What follows belongs to an exercise in optimizing a design on an open flow for small area and a short achievable clock period; a production flow would make more cautious choices.
Where RTL was checked, it was by simulation tests only, not by an equivalence proof against the original.
Power figures rest on the tool's default switching activity, not on a simulated workload.

== main ==
==> module fifo, before the edit <==
module fifo(clk, rst, buf_in, buf_out, wr_en, rd_en, buf_empty, buf_full, fifo_counter);
input clk, rst, wr_en, rd_en;
input [7:0] buf_in;
output [7:0] buf_out;
output buf_full, buf_empty;
output [6:0] fifo_counter;
reg [7:0] buf_out;
reg [6:0] fifo_counter;   
reg buf_full;             
reg buf_empty;            
reg [6:0] cnt;            
reg empty_r;              
reg [511:0] store;
reg [7:0] sel_lo;         
reg [7:0] sel_hi;         
wire wr = wr_en & ~cnt[6];
wire rd = rd_en & ~empty_r;
wire inc = wr & ~rd;
wire dec = rd & ~wr;
wire inc_hi = inc & sel_lo[7];
wire dec_hi = dec & sel_lo[0];
wire rd_last = rd_en & (cnt == 7'd1);
wire rd_go = rd & ~rst;
wire rd_hold = ~rd & ~rst;
wire [7:0] sel_rd = sel_hi & {8{rd_go}};
wire [7:0] out_nx;
genvar b, j, q;
generate
  for (b = 0; b < 8; b = b + 1) begin : g_bit
    wire [7:0] grp;
    for (j = 0; j < 8; j = j + 1) begin : g_grp
      wire [7:0] d;
      for (q = 0; q < 8; q = q + 1) begin : g_ent
        assign d[q] = store[8*((8*j + q + 63) % 64) + b];
      end
      fifo_sel8 u_lo (.s(sel_lo), .d(d), .y(grp[j]));
    end
    fifo_sel8h u_hi (.s(sel_rd), .d(grp), .h(rd_hold), .q(buf_out[b]), .y(out_nx[b]));
  end
endgenerate
always @(posedge clk)
  if (wr)
    store <= {store[503:0], buf_in};
wire [6:0] cnt_inc = cnt + 7'd1;
wire [6:0] cnt_dec = cnt - 7'd1;
wire up = inc & ~rst;
wire dn = dec & ~rst;
wire keep = ~inc & ~dec & ~rst;
wire up_hi = inc_hi & ~rst;
wire dn_hi = dec_hi & ~rst;
wire keep_hi = ~inc_hi & ~dec_hi & ~rst;
wire [6:0] cnt_nx, cnt_out_nx;
wire [7:0] lo_nx, hi_nx;
wire full_nx, empty_nx, empty_out_nx;
generate
  for (q = 0; q < 7; q = q + 1) begin : g_cnt
    fifo_upd u_c (.i(up), .d(dn), .h(keep), .a(cnt_inc[q]), .b(cnt_dec[q]), .c(cnt[q]),
                  .y(cnt_nx[q]));
    fifo_upd u_o (.i(up), .d(dn), .h(keep), .a(cnt_inc[q]), .b(cnt_dec[q]), .c(cnt[q]),
                  .y(cnt_out_nx[q]));
  end
  for (q = 0; q < 8; q = q + 1) begin : g_ring
    if (q == 0) begin : g_first
      fifo_upd_set u_l (.r(rst), .i(up), .d(dn), .h(keep), .a(sel_lo[7]), .b(sel_lo[1]),
                        .c(sel_lo[0]), .y(lo_nx[0]));
      fifo_upd_set u_h (.r(rst), .i(up_hi), .d(dn_hi), .h(keep_hi), .a(sel_hi[7]),
                        .b(sel_hi[1]), .c(sel_hi[0]), .y(hi_nx[0]));
    end else begin : g_rest
      fifo_upd u_l (.i(up), .d(dn), .h(keep), .a(sel_lo[q-1]), .b(sel_lo[(q+1)%8]),
                    .c(sel_lo[q]), .y(lo_nx[q]));
      fifo_upd u_h (.i(up_hi), .d(dn_hi), .h(keep_hi), .a(sel_hi[q-1]), .b(sel_hi[(q+1)%8]),
                    .c(sel_hi[q]), .y(hi_nx[q]));
    end
  end
endgenerate
fifo_upd u_full (.i(up), .d(dn), .h(keep), .a(cnt_inc[6]), .b(cnt_dec[6]), .c(cnt[6]),
                 .y(full_nx));
fifo_eupd u_e (.rst(rst), .wr(wr), .last(rd_last), .e(empty_r), .y(empty_nx));
fifo_eupd u_eo (.rst(rst), .wr(wr), .last(rd_last), .e(empty_r), .y(empty_out_nx));
always @(posedge clk) begin
  cnt <= cnt_nx;
  fifo_counter <= cnt_out_nx;
  buf_full <= full_nx;
  empty_r <= empty_nx;
  buf_empty <= empty_out_nx;
  sel_lo <= lo_nx;
  sel_hi <= hi_nx;
  buf_out <= out_nx;
end
endmodule
==> flow/config.mk <==
export PLATFORM = sky130hd
export DESIGN_NAME = fifo
export DESIGN_NICKNAME = fifo
export VERILOG_FILES = /design/flow/design.v
export SDC_FILE = /design/flow/constraint.sdc
export NUM_CORES = 4
export LEC_CHECK = 0
export CAP_MARGIN = 20
export CORE_MARGIN = 2
export CORE_UTILIZATION = 65
export CTS_CLUSTER_DIAMETER = 60
export CTS_CLUSTER_SIZE = 22
export SETUP_SLACK_MARGIN = 1.4
export SLEW_MARGIN = 20
export SYNTH_HIERARCHICAL = 1
==> flow/constraint.sdc <==
create_clock -name core_clock -period 3.0 [get_ports {clk}]
set_input_delay 0.6000 -clock core_clock [delete_from_list [all_inputs] [get_ports {clk}]]
set_output_delay 0.6000 -clock core_clock [all_outputs]
set_load 0.01 [all_outputs]
run.sh (not shown) runs the stock make flow with config.mk's settings and CLKGATE_MAP_FILE= SYNTH_SCRIPT=/design/flow/synth_recipe.tcl, a recipe that flattens the netlist after the stock synthesis.
For the feature branch, these inputs were changed with respect to main:
--- a/flow/design.v
+++ b/flow/design.v
@@ -10,11 +10,11 @@
 reg buf_full;             
 reg buf_empty;            
 reg [6:0] cnt;            
 reg empty_r;              
 reg [511:0] store;
-reg [7:0] sel_lo;         
+reg [31:0] sel_lo;        
 reg [7:0] sel_hi;         
 wire wr = wr_en & ~cnt[6];
 wire rd = rd_en & ~empty_r;
 wire inc = wr & ~rd;
 wire dec = rd & ~wr;
@@ -32,11 +32,11 @@
     for (j = 0; j < 8; j = j + 1) begin : g_grp
       wire [7:0] d;
       for (q = 0; q < 8; q = q + 1) begin : g_ent
         assign d[q] = store[8*((8*j + q + 63) % 64) + b];
       end
-      fifo_sel8 u_lo (.s(sel_lo), .d(d), .y(grp[j]));
+      fifo_sel8 u_lo (.s(sel_lo[8*(b/2) +: 8]), .d(d), .y(grp[j]));
     end
     fifo_sel8h u_hi (.s(sel_rd), .d(grp), .h(rd_hold), .q(buf_out[b]), .y(out_nx[b]));
   end
 endgenerate
 always @(posedge clk)
@@ -49,30 +49,36 @@
 wire keep = ~inc & ~dec & ~rst;
 wire up_hi = inc_hi & ~rst;
 wire dn_hi = dec_hi & ~rst;
 wire keep_hi = ~inc_hi & ~dec_hi & ~rst;
 wire [6:0] cnt_nx, cnt_out_nx;
-wire [7:0] lo_nx, hi_nx;
+wire [31:0] lo_nx;
+wire [7:0] hi_nx;
 wire full_nx, empty_nx, empty_out_nx;
 generate
   for (q = 0; q < 7; q = q + 1) begin : g_cnt
     fifo_upd u_c (.i(up), .d(dn), .h(keep), .a(cnt_inc[q]), .b(cnt_dec[q]), .c(cnt[q]),
                   .y(cnt_nx[q]));
     fifo_upd u_o (.i(up), .d(dn), .h(keep), .a(cnt_inc[q]), .b(cnt_dec[q]), .c(cnt[q]),
                   .y(cnt_out_nx[q]));
   end
   for (q = 0; q < 8; q = q + 1) begin : g_ring
     if (q == 0) begin : g_first
-      fifo_upd_set u_l (.r(rst), .i(up), .d(dn), .h(keep), .a(sel_lo[7]), .b(sel_lo[1]),
-                        .c(sel_lo[0]), .y(lo_nx[0]));
       fifo_upd_set u_h (.r(rst), .i(up_hi), .d(dn_hi), .h(keep_hi), .a(sel_hi[7]),
                         .b(sel_hi[1]), .c(sel_hi[0]), .y(hi_nx[0]));
     end else begin : g_rest
-      fifo_upd u_l (.i(up), .d(dn), .h(keep), .a(sel_lo[q-1]), .b(sel_lo[(q+1)%8]),
-                    .c(sel_lo[q]), .y(lo_nx[q]));
       fifo_upd u_h (.i(up_hi), .d(dn_hi), .h(keep_hi), .a(sel_hi[q-1]), .b(sel_hi[(q+1)%8]),
                     .c(sel_hi[q]), .y(hi_nx[q]));
+    end
+  end
+  for (q = 0; q < 32; q = q + 1) begin : g_lo
+    if (q % 8 == 0) begin : g_first
+      fifo_upd_set u_l (.r(rst), .i(up), .d(dn), .h(keep), .a(sel_lo[q+7]), .b(sel_lo[q+1]),
+                        .c(sel_lo[q]), .y(lo_nx[q]));
+    end else begin : g_rest
+      fifo_upd u_l (.i(up), .d(dn), .h(keep), .a(sel_lo[q-1]), .b(sel_lo[q-q%8+(q+1)%8]),
+                    .c(sel_lo[q]), .y(lo_nx[q]));
     end
   end
 endgenerate
 fifo_upd u_full (.i(up), .d(dn), .h(keep), .a(cnt_inc[6]), .b(cnt_dec[6]), .c(cnt[6]),
                  .y(full_nx));
## What came out
- Summary of the comparison: combinational power is lower in the feature branch, relative to main.
- Area of the core: the feature branch worse than main
- Run comparison: the feature branch capturing instance or port of the critical path buf_out[2]; main capturing instance or port of the critical path buf_out[6]
- The feature branch: maximum number of pins on one net before global-route repair 21% above main
- main → the feature branch: delay contributed by the slowest stage of the critical path level; clock network fraction of total power increased 0.6 points; count of instances resized after the clock tree is built has decreased.
- From main to the feature branch the numbers moved as follows: met3 wire length saw a decrease, total global routing track utilization saw a decrease, sequential cell count saw an increase.
Function not checked in the feature branch: the RTL went through the layout flow alone.

========
the previous run:
fifo, a different RTL version from the one above (not shown whole).
Size in the first run: ~29 I/O pins, ~20000 µm² of cells after synthesis.
==> module fifo, before the edit <==
module fifo(clk, rst, buf_in, buf_out, wr_en, rd_en, buf_empty, buf_full, fifo_counter);
input clk, rst, wr_en, rd_en;
input [7:0] buf_in;
output [7:0] buf_out;
output buf_full, buf_empty;
output [6:0] fifo_counter;
reg [7:0] buf_out;
reg [6:0] fifo_counter;   
reg buf_full;             
reg buf_empty;            
reg full_r;               
reg empty_r;              
reg [511:0] store;
reg [31:0] sel_lo;        
reg [7:0] sel_hi;         
wire wr = wr_en & ~full_r;
wire rd = rd_en & ~empty_r;
wire rd_last = rd_en & sel_lo[1] & sel_hi[0];
wire at63 = sel_lo[7] & sel_hi[7];
wire rd_go = rd & ~rst;
wire rd_hold = ~rd & ~rst;
wire [7:0] sel_rd = sel_hi & {8{rd_go}};
wire [7:0] out_nx;
genvar b, j, q;
generate
  for (b = 0; b < 8; b = b + 1) begin : g_bit
    wire [7:0] grp;
    for (j = 0; j < 8; j = j + 1) begin : g_grp
      wire [7:0] d;
      for (q = 0; q < 8; q = q + 1) begin : g_ent
        assign d[q] = store[8*((8*j + q + 63) % 64) + b];
      end
      fifo_sel8 u_lo (.s(sel_lo[8*(b/2) +: 8]), .d(d), .y(grp[j]));
    end
    fifo_sel8h u_hi (.s(sel_rd), .d(grp), .h(rd_hold), .q(buf_out[b]), .y(out_nx[b]));
  end
endgenerate
always @(posedge clk)
  if (wr)
    store <= {store[503:0], buf_in};
wire [3:0] up, dn, keep;      
wire up_f, dn_f, keep_f;      
wire up_hi, dn_hi, keep_hi;   
genvar k;
generate
  for (k = 0; k < 4; k = k + 1) begin : g_ctl
    fifo_ctl u_k (.w(wr_en), .r(rd_en), .rst(rst), .full(full_r), .empty(empty_r),
                  .up(up[k]), .dn(dn[k]), .keep(keep[k]));
  end
endgenerate
fifo_ctl u_ctl_f (.w(wr_en), .r(rd_en), .rst(rst), .full(full_r), .empty(empty_r),
                  .up(up_f), .dn(dn_f), .keep(keep_f));
fifo_ctl_hi u_ctl_h (.w(wr_en), .r(rd_en), .rst(rst), .full(full_r), .empty(empty_r),
                     .eu(sel_lo[7]), .ed(sel_lo[0]), .up(up_hi), .dn(dn_hi), .keep(keep_hi));
wire [31:0] lo_nx;
wire [7:0] hi_nx;
wire full_nx, full_out_nx, cnt6_nx, empty_nx, empty_out_nx;
generate
  for (q = 0; q < 8; q = q + 1) begin : g_ring
    if (q == 0) begin : g_first
      fifo_upd_set u_h (.r(rst), .i(up_hi), .d(dn_hi), .h(keep_hi), .a(sel_hi[7]),
                        .b(sel_hi[1]), .c(sel_hi[0]), .y(hi_nx[0]));
    end else begin : g_rest
      fifo_upd u_h (.i(up_hi), .d(dn_hi), .h(keep_hi), .a(sel_hi[q-1]), .b(sel_hi[(q+1)%8]),
                    .c(sel_hi[q]), .y(hi_nx[q]));
    end
  end
  for (q = 0; q < 32; q = q + 1) begin : g_lo
    if (q % 8 == 0) begin : g_first
      fifo_upd_set u_l (.r(rst), .i(up[q/8]), .d(dn[q/8]), .h(keep[q/8]), .a(sel_lo[q+7]),
                        .b(sel_lo[q+1]), .c(sel_lo[q]), .y(lo_nx[q]));
    end else begin : g_rest
      fifo_upd u_l (.i(up[q/8]), .d(dn[q/8]), .h(keep[q/8]), .a(sel_lo[q-1]),
                    .b(sel_lo[q-q%8+(q+1)%8]), .c(sel_lo[q]), .y(lo_nx[q]));
    end
  end
endgenerate
fifo_upd2 u_full (.i(up_f), .h(keep_f), .a(at63), .c(full_r), .y(full_nx));
fifo_upd2 u_fo (.i(up_f), .h(keep_f), .a(at63), .c(full_r), .y(full_out_nx));
fifo_upd2 u_c6 (.i(up_f), .h(keep_f), .a(at63), .c(full_r), .y(cnt6_nx));
fifo_eupd u_e (.rst(rst), .wr(wr), .last(rd_last), .e(empty_r), .y(empty_nx));
fifo_eupd u_eo (.rst(rst), .wr(wr), .last(rd_last), .e(empty_r), .y(empty_out_nx));
wire [7:0] lo_n = lo_nx[7:0];
wire [6:0] cnt_nx = {cnt6_nx,
                     hi_nx[4] | hi_nx[5] | hi_nx[6] | hi_nx[7],
                     hi_nx[2] | hi_nx[3] | hi_nx[6] | hi_nx[7],
                     hi_nx[1] | hi_nx[3] | hi_nx[5] | hi_nx[7],
                     lo_n[4] | lo_n[5] | lo_n[6] | lo_n[7],
                     lo_n[2] | lo_n[3] | lo_n[6] | lo_n[7],
                     lo_n[1] | lo_n[3] | lo_n[5] | lo_n[7]};
always @(posedge clk) begin
  fifo_counter <= cnt_nx;
  full_r <= full_nx;
  buf_full <= full_out_nx;
  empty_r <= empty_nx;
  buf_empty <= empty_out_nx;
  sel_lo <= lo_nx;
  sel_hi <= hi_nx;
  buf_out <= out_nx;
end
endmodule
Settings: LEC_CHECK=0, CAP_MARGIN=20, CORE_MARGIN=2, CORE_UTILIZATION=65, CTS_CLUSTER_DIAMETER=60, CTS_CLUSTER_SIZE=22, SETUP_SLACK_MARGIN=1.4, SLEW_MARGIN=20, SYNTH_HIERARCHICAL=1; clock period 3.0 ns.
standard.sh (not shown) runs the stock make flow with config.mk's settings and CLKGATE_MAP_FILE= SYNTH_SCRIPT=/design/flow/synth_recipe.tcl, a recipe that flattens the netlist after the stock synthesis.
==> flow/flow/run.sh <==
#!/bin/bash
# The standard ORFS layout with two changes: clock tree synthesis inserts
# no dummy loads, and the port buffers are plain buf cells (buffer_ports
# would otherwise pick a slow delay cell).
# The make output goes to standard.log; ORFS keeps each step's log under orfs/logs.
set -euo pipefail
export CTS_ARGS="-sink_clustering_enable -repair_clock_nets -sink_clustering_size 22 -sink_clustering_max_diameter 60 -dont_use_dummy_load"
export BUFFER_PORTS_ARGS="-buffer_cell sky130_fd_sc_hd__buf_2"
bash standard.sh finish > standard.log 2>&1
Input changes introduced in the current run (baseline for comparison: the previous run):
==> flow/design.v, changed modules only <==
module fifo(clk, rst, buf_in, buf_out, wr_en, rd_en, buf_empty, buf_full, fifo_counter);
input clk, rst, wr_en, rd_en;
input [7:0] buf_in;
output [7:0] buf_out;
output buf_full, buf_empty;
output [6:0] fifo_counter;
reg [7:0] buf_out;
reg [6:0] fifo_counter;   
reg buf_full;             
reg buf_empty;            
reg full_r;               
reg empty_r;              
reg [511:0] store;
reg [31:0] sel_lo;        
reg [7:0] sel_hi;         
wire wr = wr_en & ~full_r;
wire rd = rd_en & ~empty_r;
wire rd_last = rd_en & sel_lo[1] & sel_hi[0];
wire at63 = sel_lo[7] & sel_hi[7];
wire rd_go = rd & ~rst;
wire rd_hold = ~rd & ~rst;
wire [7:0] sel_rd = sel_hi & {8{rd_go}};
wire [7:0] out_nx;
genvar b, j, q;
generate
  for (b = 0; b < 8; b = b + 1) begin : g_bit
    wire [7:0] grp;
    for (j = 0; j < 8; j = j + 1) begin : g_grp
      wire [7:0] d;
      for (q = 0; q < 8; q = q + 1) begin : g_ent
        assign d[q] = store[8*((8*j + q + 63) % 64) + b];
      end
      fifo_sel8 u_lo (.s(sel_lo[8*(b/2) +: 8]), .d(d), .y(grp[j]));
    end
    fifo_sel8h u_hi (.s(sel_rd), .d(grp), .h(rd_hold), .q(buf_out[b]), .y(out_nx[b]));
  end
endgenerate
always @(posedge clk)
  if (wr)
    store <= {store[503:0], buf_in};
wire [3:0] up, dn, keep;      
wire up_f, dn_f, keep_f;      
wire up_hi, dn_hi, keep_hi;   
genvar k;
generate
  for (k = 0; k < 4; k = k + 1) begin : g_ctl
    fifo_ctl u_k (.w(wr_en), .r(rd_en), .rst(rst), .full(full_r), .empty(empty_r),
                  .up(up[k]), .dn(dn[k]), .keep(keep[k]));
  end
endgenerate
fifo_ctl u_ctl_f (.w(wr_en), .r(rd_en), .rst(rst), .full(full_r), .empty(empty_r),
                  .up(up_f), .dn(dn_f), .keep(keep_f));
fifo_ctl_hi u_ctl_h (.w(wr_en), .r(rd_en), .rst(rst), .full(full_r), .empty(empty_r),
                     .eu(sel_lo[7]), .ed(sel_lo[0]), .up(up_hi), .dn(dn_hi), .keep(keep_hi));
wire [31:0] lo_nx;
wire [7:0] hi_nx;
wire full_nx, full_out_nx, cnt6_nx, empty_nx, empty_out_nx;
generate
  for (q = 0; q < 8; q = q + 1) begin : g_ring
    if (q == 0) begin : g_first
      fifo_upd_set u_h (.r(rst), .i(up_hi), .d(dn_hi), .h(keep_hi), .a(sel_hi[7]),
                        .b(sel_hi[1]), .c(sel_hi[0]), .y(hi_nx[0]));
    end else begin : g_rest
      fifo_upd u_h (.i(up_hi), .d(dn_hi), .h(keep_hi), .a(sel_hi[q-1]), .b(sel_hi[(q+1)%8]),
                    .c(sel_hi[q]), .y(hi_nx[q]));
    end
  end
  for (q = 0; q < 32; q = q + 1) begin : g_lo
    if (q % 8 == 0) begin : g_first
      fifo_upd_set u_l (.r(rst), .i(up[q/8]), .d(dn[q/8]), .h(keep[q/8]), .a(sel_lo[q+7]),
                        .b(sel_lo[q+1]), .c(sel_lo[q]), .y(lo_nx[q]));
    end else begin : g_rest
      fifo_upd u_l (.i(up[q/8]), .d(dn[q/8]), .h(keep[q/8]), .a(sel_lo[q-1]),
                    .b(sel_lo[q-q%8+(q+1)%8]), .c(sel_lo[q]), .y(lo_nx[q]));
    end
  end
endgenerate
fifo_upd2 u_full (.i(up_f), .h(keep_f), .a(at63), .c(full_r), .y(full_nx));
fifo_upd2 u_fo (.i(up_f), .h(keep_f), .a(at63), .c(full_r), .y(full_out_nx));
fifo_upd2 u_c6 (.i(up_f), .h(keep_f), .a(at63), .c(full_r), .y(cnt6_nx));
fifo_eupd u_e (.rst(rst), .wr(wr), .last(rd_last), .e(empty_r), .y(empty_nx));
fifo_eupd u_eo (.rst(rst), .wr(wr), .last(rd_last), .e(empty_r), .y(empty_out_nx));
wire [7:0] s3 = sel_lo[31:24];
wire [2:0] lo_up = {s3[3] | s3[4] | s3[5] | s3[6], s3[1] | s3[2] | s3[5] | s3[6],
                    s3[0] | s3[2] | s3[4] | s3[6]};
wire [2:0] lo_dn = {s3[5] | s3[6] | s3[7] | s3[0], s3[3] | s3[4] | s3[7] | s3[0],
                    s3[0] | s3[2] | s3[4] | s3[6]};
wire [2:0] hi_up = {sel_hi[3] | sel_hi[4] | sel_hi[5] | sel_hi[6],
                    sel_hi[1] | sel_hi[2] | sel_hi[5] | sel_hi[6],
                    sel_hi[0] | sel_hi[2] | sel_hi[4] | sel_hi[6]};
wire [2:0] hi_dn = {sel_hi[5] | sel_hi[6] | sel_hi[7] | sel_hi[0],
                    sel_hi[3] | sel_hi[4] | sel_hi[7] | sel_hi[0],
                    sel_hi[0] | sel_hi[2] | sel_hi[4] | sel_hi[6]};
wire [6:0] cnt_nx;
assign cnt_nx[6] = cnt6_nx;
generate
  for (q = 0; q < 3; q = q + 1) begin : g_cnt
    fifo_upd u_lo (.i(up[3]), .d(dn[3]), .h(keep[3]), .a(lo_up[q]), .b(lo_dn[q]),
                   .c(fifo_counter[q]), .y(cnt_nx[q]));
    fifo_upd u_hi (.i(up_hi), .d(dn_hi), .h(keep_hi), .a(hi_up[q]), .b(hi_dn[q]),
                   .c(fifo_counter[3 + q]), .y(cnt_nx[3 + q]));
  end
endgenerate
always @(posedge clk) begin
  fifo_counter <= cnt_nx;
  full_r <= full_nx;
  buf_full <= full_out_nx;
  empty_r <= empty_nx;
  buf_empty <= empty_out_nx;
  sel_lo <= lo_nx;
  sel_hi <= hi_nx;
  buf_out <= out_nx;
end
endmodule
==> comparison <==
On clock skew, the current run and the previous run are neck and neck. Compared with the previous run, the current run shows largest net degree at the start of global routing higher by 26. Of the two candidates, the previous run has the worse final worst-path setup slack and the current run the better one. Relative to the previous run, the net count after synthesis of the current run is higher by 20. For the previous run, the master of the slowest instance on the critical path was sky130_fd_sc_hd__or4_1, unlike the current run, where it was sky130_fd_sc_hd__dfxtp_4. Required time reported for the critical path endpoint: the previous run vs the current run, no meaningful difference. Re final design instance area without fill: the current run is 1.4% up on the previous run.
The RTL of the previous run was laid out without a check of its function.

## what the ideal ports hide
In the flow no input, the clock included, has a driving cell. The finished layouts below were timed again as built, in two steps.
Step 1, drivers: a clkbuf_16 drives clk and a buf_2 each remaining input, both assumed.
Step 2 moves the port delays by t, midway between the first and last clock arrival at a register: inputs arrive t later, outputs are due t later. That takes back most of the time a late clock gives input paths.
a / b / c = no drivers / after step 1 / after step 2; a / b = the first two.
| run | shift t [ns] | setup WS [ns] | worst register clock-pin slew, ns |
|---|---|---|---|
| main | 0.587 | 1.316 / 1.316 / 0.852 | 0.09 / 0.09 |
| the feature branch | 0.579 | 1.288 / 1.288 / 0.728 | 0.09 / 0.09 |
| the previous run | 0.572 | 0.984 / 0.984 / 0.417 | 0.09 / 0.09 |
| the current run | 0.571 | 1.374 / 1.325 / 0.977 | 0.09 / 0.09 |
After both steps setup and hold are still met in every run listed. The setup slack of the previous run, which loses most, moves by 0.000 ns with the drivers and by -0.567 ns with both steps.
